This is an optimization exercise on Yosys and OpenROAD, whose aim is small area, a short achievable clock period and few clock cycles, not a production implementation.
Only simulation tests tie the RTL to the original design; equivalence was not proved.
Power and IR drop assume default switching activity.

==> run a <==
==> flow/design.v <==
`timescale 1ns / 1ps
module data_mem_subsystem(
    input flush,
    input clk,
    input wr_en,
    input [15:0] addr,
    input [7:0] rdata,
    output [7:0] wdata,
    output stall,
    output cache_hit,
    output [15:0] mem_addr,
    output mem_wr_en,
    output [7:0] mem_wdata,
    input [7:0] mem_rdata
    );
wire [6:0] tag   = addr[15:9];
wire [5:0] index = addr[8:3];
reg [6:0] tag_field [0:63];
reg [63:0] valid;
reg       second;      
reg       rd_q;        
reg [5:0] index_q;     
reg [6:0] tag_q;
reg [7:0] entry_q;     
assign stall     = ~second;
assign cache_hit = rd_q | (entry_q[7] & (entry_q[6:0] == tag_q));
assign wdata     = mem_rdata;
assign mem_wr_en = wr_en;
assign mem_wdata = rdata;
assign mem_addr  = addr;
always @(posedge clk) begin
    second  <= ~second & ~flush;
    rd_q    <= ~wr_en;
    index_q <= index;
    tag_q   <= tag;
    entry_q <= {valid[index], tag_field[index]};
    if (second & rd_q)
        tag_field[index_q] <= tag_q;
    if (flush)
        valid <= 64'd0;
    else if (second & rd_q)
        valid[index_q] <= 1'b1;
end
endmodule
==> flow/flow/run.sh <==
#!/bin/bash
set -euo pipefail
export SETUP_SLACK_MARGIN=5.8
export BUFFER_PORTS_ARGS="-buffer_cell sky130_fd_sc_hd__buf_4"
bash standard.sh > orfs_make.log 2>&1
==> flow/standard.sh <==
#!/bin/bash
# synth_recipe.tcl (not shown) runs the flow's synth.tcl, then flattens the netlist and writes it again
# the make line also repeats each setting of config.mk as NAME=value (left out here)
make -C /OpenROAD-flow-scripts/flow DESIGN_CONFIG=/design/flow/config.mk WORK_HOME=/design/flow/orfs CLKGATE_MAP_FILE= SYNTH_SCRIPT=/design/flow/synth_recipe.tcl "${@:-finish}"
==> flow/config.mk <==
export PLATFORM = sky130hd
export DESIGN_NAME = data_mem_subsystem
export DESIGN_NICKNAME = data_mem_subsystem
export VERILOG_FILES = /design/flow/design.v
export SDC_FILE = /design/flow/constraint.sdc
export NUM_CORES = 4
export LEC_CHECK = 0
export CAP_MARGIN = 20
export CORE_MARGIN = 2
export CORE_UTILIZATION = 50
export SLEW_MARGIN = 20
export SYNTH_MEMORY_MAX_BITS = 8192
==> flow/constraint.sdc <==
create_clock -name core_clock -period 10.0 [get_ports {clk}]
set_input_delay 2.0000 -clock core_clock [delete_from_list [all_inputs] [get_ports {clk}]]
set_output_delay 2.0000 -clock core_clock [all_outputs]
set_load 0.01 [all_outputs]
==> run b (differences from run a) <==
==> flow/design.v (replaced) <==
`timescale 1ns / 1ps
module dmc_nor2(input a, input b, output y);
assign y = ~(a | b);
endmodule
module dmc_aoi222(input a0, input b0, input a1, input b1, input a2, input b2, output y);
assign y = ~((a0 & b0) | (a1 & b1) | (a2 & b2));
endmodule
module dmc_dec3n(input [2:0] a, output [7:0] y_n);
assign y_n = ~(8'd1 << a);
endmodule
module dmc_nand4(input a, input b, input c, input d, output y);
assign y = ~(a & b & c & d);
endmodule
module dmc_nand2(input a, input b, output y);
assign y = ~(a & b);
endmodule
module dmc_nor3(input a, input b, input c, output y);
assign y = ~(a | b | c);
endmodule
module data_mem_subsystem(
    input flush,
    input clk,
    input wr_en,
    input [15:0] addr,
    input [7:0] rdata,
    output [7:0] wdata,
    output stall,
    output cache_hit,
    output [15:0] mem_addr,
    output mem_wr_en,
    output [7:0] mem_wdata,
    input [7:0] mem_rdata
    );
wire [6:0] tag   = addr[15:9];
wire [5:0] index = addr[8:3];
reg [6:0] tag_field [0:63];
reg [63:0] valid;
reg       second;      
reg       rd_q;        
reg       valid_q;     
reg [6:0] diff_q;      
assign stall     = ~second;
assign cache_hit = rd_q | (valid_q & ~|diff_q);
assign wdata     = mem_rdata;
assign mem_wr_en = wr_en;
assign mem_wdata = rdata;
assign mem_addr  = addr;
wire [7:0] lo_n, hi_n;
dmc_dec3n u_lo (.a(index[2:0]), .y_n(lo_n));
dmc_dec3n u_hi (.a(index[5:3]), .y_n(hi_n));
wire alloc = second & rd_q;                  
wire [7:0] lo_wn = ~(8'd1 << index[2:0]);
wire [7:0] hi_wn = ~((8'd1 << index[5:3]) & {8{alloc}});
wire [63:0] line;      
wire [63:0] line_we;   
genvar g, b, t;
generate
    for (g = 0; g < 64; g = g + 1) begin : g_dec
        dmc_nor2 u_sel (.a(hi_n[g/8]),  .b(lo_n[g%8]), .y(line[g]));
        dmc_nor2 u_we  (.a(hi_wn[g/8]), .b(lo_wn[g%8]), .y(line_we[g]));
    end
endgenerate
wire [7:0] ent [0:63];
wire [21:0] part_n [0:7];
wire [7:0] entry;
generate
    for (g = 0; g < 64; g = g + 1) begin : g_ent
        assign ent[g] = {valid[g], tag_field[g]};
    end
    for (b = 0; b < 8; b = b + 1) begin : g_bit
        for (t = 0; t < 21; t = t + 1) begin : g_term
            dmc_aoi222 u (.a0(line[3*t]),   .b0(ent[3*t][b]),
                          .a1(line[3*t+1]), .b1(ent[3*t+1][b]),
                          .a2(line[3*t+2]), .b2(ent[3*t+2][b]),
                          .y(part_n[b][t]));
        end
        dmc_nand2 u_last (.a(line[63]), .b(ent[63][b]), .y(part_n[b][21]));
        wire [5:0] grp;
        wire [1:0] grp_n;
        for (t = 0; t < 5; t = t + 1) begin : g_grp
            dmc_nand4 u (.a(part_n[b][4*t]), .b(part_n[b][4*t+1]),
                         .c(part_n[b][4*t+2]), .d(part_n[b][4*t+3]), .y(grp[t]));
        end
        dmc_nand2 u_g5 (.a(part_n[b][20]), .b(part_n[b][21]), .y(grp[5]));
        dmc_nor3 u_n0 (.a(grp[0]), .b(grp[1]), .c(grp[2]), .y(grp_n[0]));
        dmc_nor3 u_n1 (.a(grp[3]), .b(grp[4]), .c(grp[5]), .y(grp_n[1]));
        dmc_nand2 u_out (.a(grp_n[0]), .b(grp_n[1]), .y(entry[b]));
    end
endgenerate
integer i;
always @(posedge clk) begin
    second  <= ~second & ~flush;
    rd_q    <= ~wr_en;
    valid_q <= entry[7];
    diff_q  <= entry[6:0] ^ tag;
    for (i = 0; i < 64; i = i + 1) begin
        if (line_we[i])
            tag_field[i] <= tag;
        valid[i] <= ~flush & (valid[i] | line_we[i]);
    end
end
endmodule
==> flow/flow/run.sh (replaced) <==
#!/bin/bash
set -euo pipefail
export SETUP_SLACK_MARGIN=5.9
export RECOVER_POWER=100
export BUFFER_PORTS_ARGS="-buffer_cell sky130_fd_sc_hd__buf_4"
export CTS_ARGS="-sink_clustering_enable -repair_clock_nets -sink_clustering_size 16 -sink_clustering_max_diameter 50 -buf_list sky130_fd_sc_hd__clkbuf_8 -dont_use_dummy_load"
res=orfs/results/sky130hd/data_mem_subsystem/base
bash standard.sh "$PWD/$res/3_3_place_gp.odb" > orfs_make_place.log 2>&1
openroad -no_init -exit flow/port_feed.tcl > port_feed.log 2>&1
bash standard.sh > orfs_make.log 2>&1
==> flow/flow/port_feed.tcl (new file) <==
# Feed each output port's buffer straight from the input port when it is
# driven through that input port's buffer.
set odb orfs/results/sky130hd/data_mem_subsystem/base/3_3_place_gp.odb
read_db $odb
set block [ord::get_db_block]
set n 0
foreach bterm [$block getBTerms] {
  if {[$bterm getIoType] ne "OUTPUT"} { continue }
  set onet [$bterm getNet]
  set obuf ""
  foreach it [$onet getITerms] {
    if {[$it isOutputSignal]} { set obuf [$it getInst] }
  }
  if {$obuf eq "" || ![string match output* [$obuf getName]]} { continue }
  set a [$obuf findITerm A]
  set mnet [$a getNet]
  set ibuf ""
  foreach it [$mnet getITerms] {
    if {[$it isOutputSignal]} { set ibuf [$it getInst] }
  }
  if {$ibuf eq "" || ![string match input* [$ibuf getName]]} { continue }
  set pnet [[$ibuf findITerm A] getNet]
  set isport 0
  foreach bt [$pnet getBTerms] {
    if {[$bt getIoType] eq "INPUT"} { set isport 1 }
  }
  if {!$isport} { continue }
  $a disconnect
  $a connect $pnet
  puts "fed [$obuf getName] ([$bterm getName]) from port net [$pnet getName]"
  incr n
}
puts "reconnected $n output buffers"
write_db $odb
--- a/flow/config.mk
+++ b/flow/config.mk
@@ -8,5 +8,10 @@
 export CAP_MARGIN = 20
 export CORE_MARGIN = 2
-export CORE_UTILIZATION = 50
+export CORE_UTILIZATION = 65
+export CTS_BUF_LIST = sky130_fd_sc_hd__clkbuf_8
+export CTS_CLUSTER_DIAMETER = 50
+export CTS_CLUSTER_SIZE = 16
 export SLEW_MARGIN = 20
+export SYNTH_HIERARCHICAL = 1
 export SYNTH_MEMORY_MAX_BITS = 8192
+export SYNTH_MINIMUM_KEEP_SIZE = 0
==> qor summary <==
item	run a	run b
Nets@finish	1217	1188
Worst setup slack after layout	5780 ps	5580 ps
Flop2flop setup slack	6980 ps	7920 ps
Proportion of cell area occupied by registers	64.1%	76.2%
Number of antenna violations at the first check in global routing	0	1
Die area	43600 µm²	30200 µm²
Post-placement cell count	1643	1492
Period utilization	42.2%	44.2%
Filler cell count	3170	2017
Register area share after synthesis	72.4%	79.8%
Tightest slew margin relative to the limit	26.5%	-140%
Multi-input logic portion of the cell area	22.0%	17.5%
Internal power consumption	3690 µW	2780 µW
Worst hold slack	454 ps	456 ps
Result of the run	complete, no violations	failed layout checks
Layout check failures	-	max-capacitance violations, max-slew violations
Multi-input gate area	5210 µm²	3440 µm²
Number of non-filler instances in the completed layout	1761	1535
Biggest cell delay along the critical path	110 ps	2490 ps
Yosys Warn Count	1	9
Synthesized net count	1195	1152
Initial Util	50.3%	65.5%
Met3 Routed Length	3180 µm	3910 µm
Final RePlAce weighted congestion	0.807	0.894
Testbench counts of run a, summed over its fixed seeds: cycles 64,000.
Testbench counts of run b, summed over its fixed seeds: cycles 64,000.

-- afterwards: timing with drivers on the ports --
Ports are ideal in the flow. The routed layouts listed here were re-timed in OpenROAD.
Step 1 sets driving cells, clkbuf_16 on the clock port and buf_2 on the other inputs (assumed; they add their load-dependent delay and slew).
Step 2 times the ports against the registers' clock, not the clock port: input delays grow and output delays shrink by t, the midpoint of the rising clock arrivals with the driver on.
Three values: no drivers, after step 1, after step 2; two values: the first two.
run	shift t [ns]	setup WS [ns]	clock arrival spread, ns	worst register clock-pin slew, ns	pins driven straight from the clock port
run a	0.655	5.781 / 5.612 / 5.235	0.028 / 0.029	0.06 / 0.06	1
run b	0.605	5.581 / 5.573 / 4.969	0.051 / 0.051	0.10 / 0.10	1
For run b, which loses most, drivers alone change the setup slack by -0.008 ns; drivers and shift together by -0.612 ns.
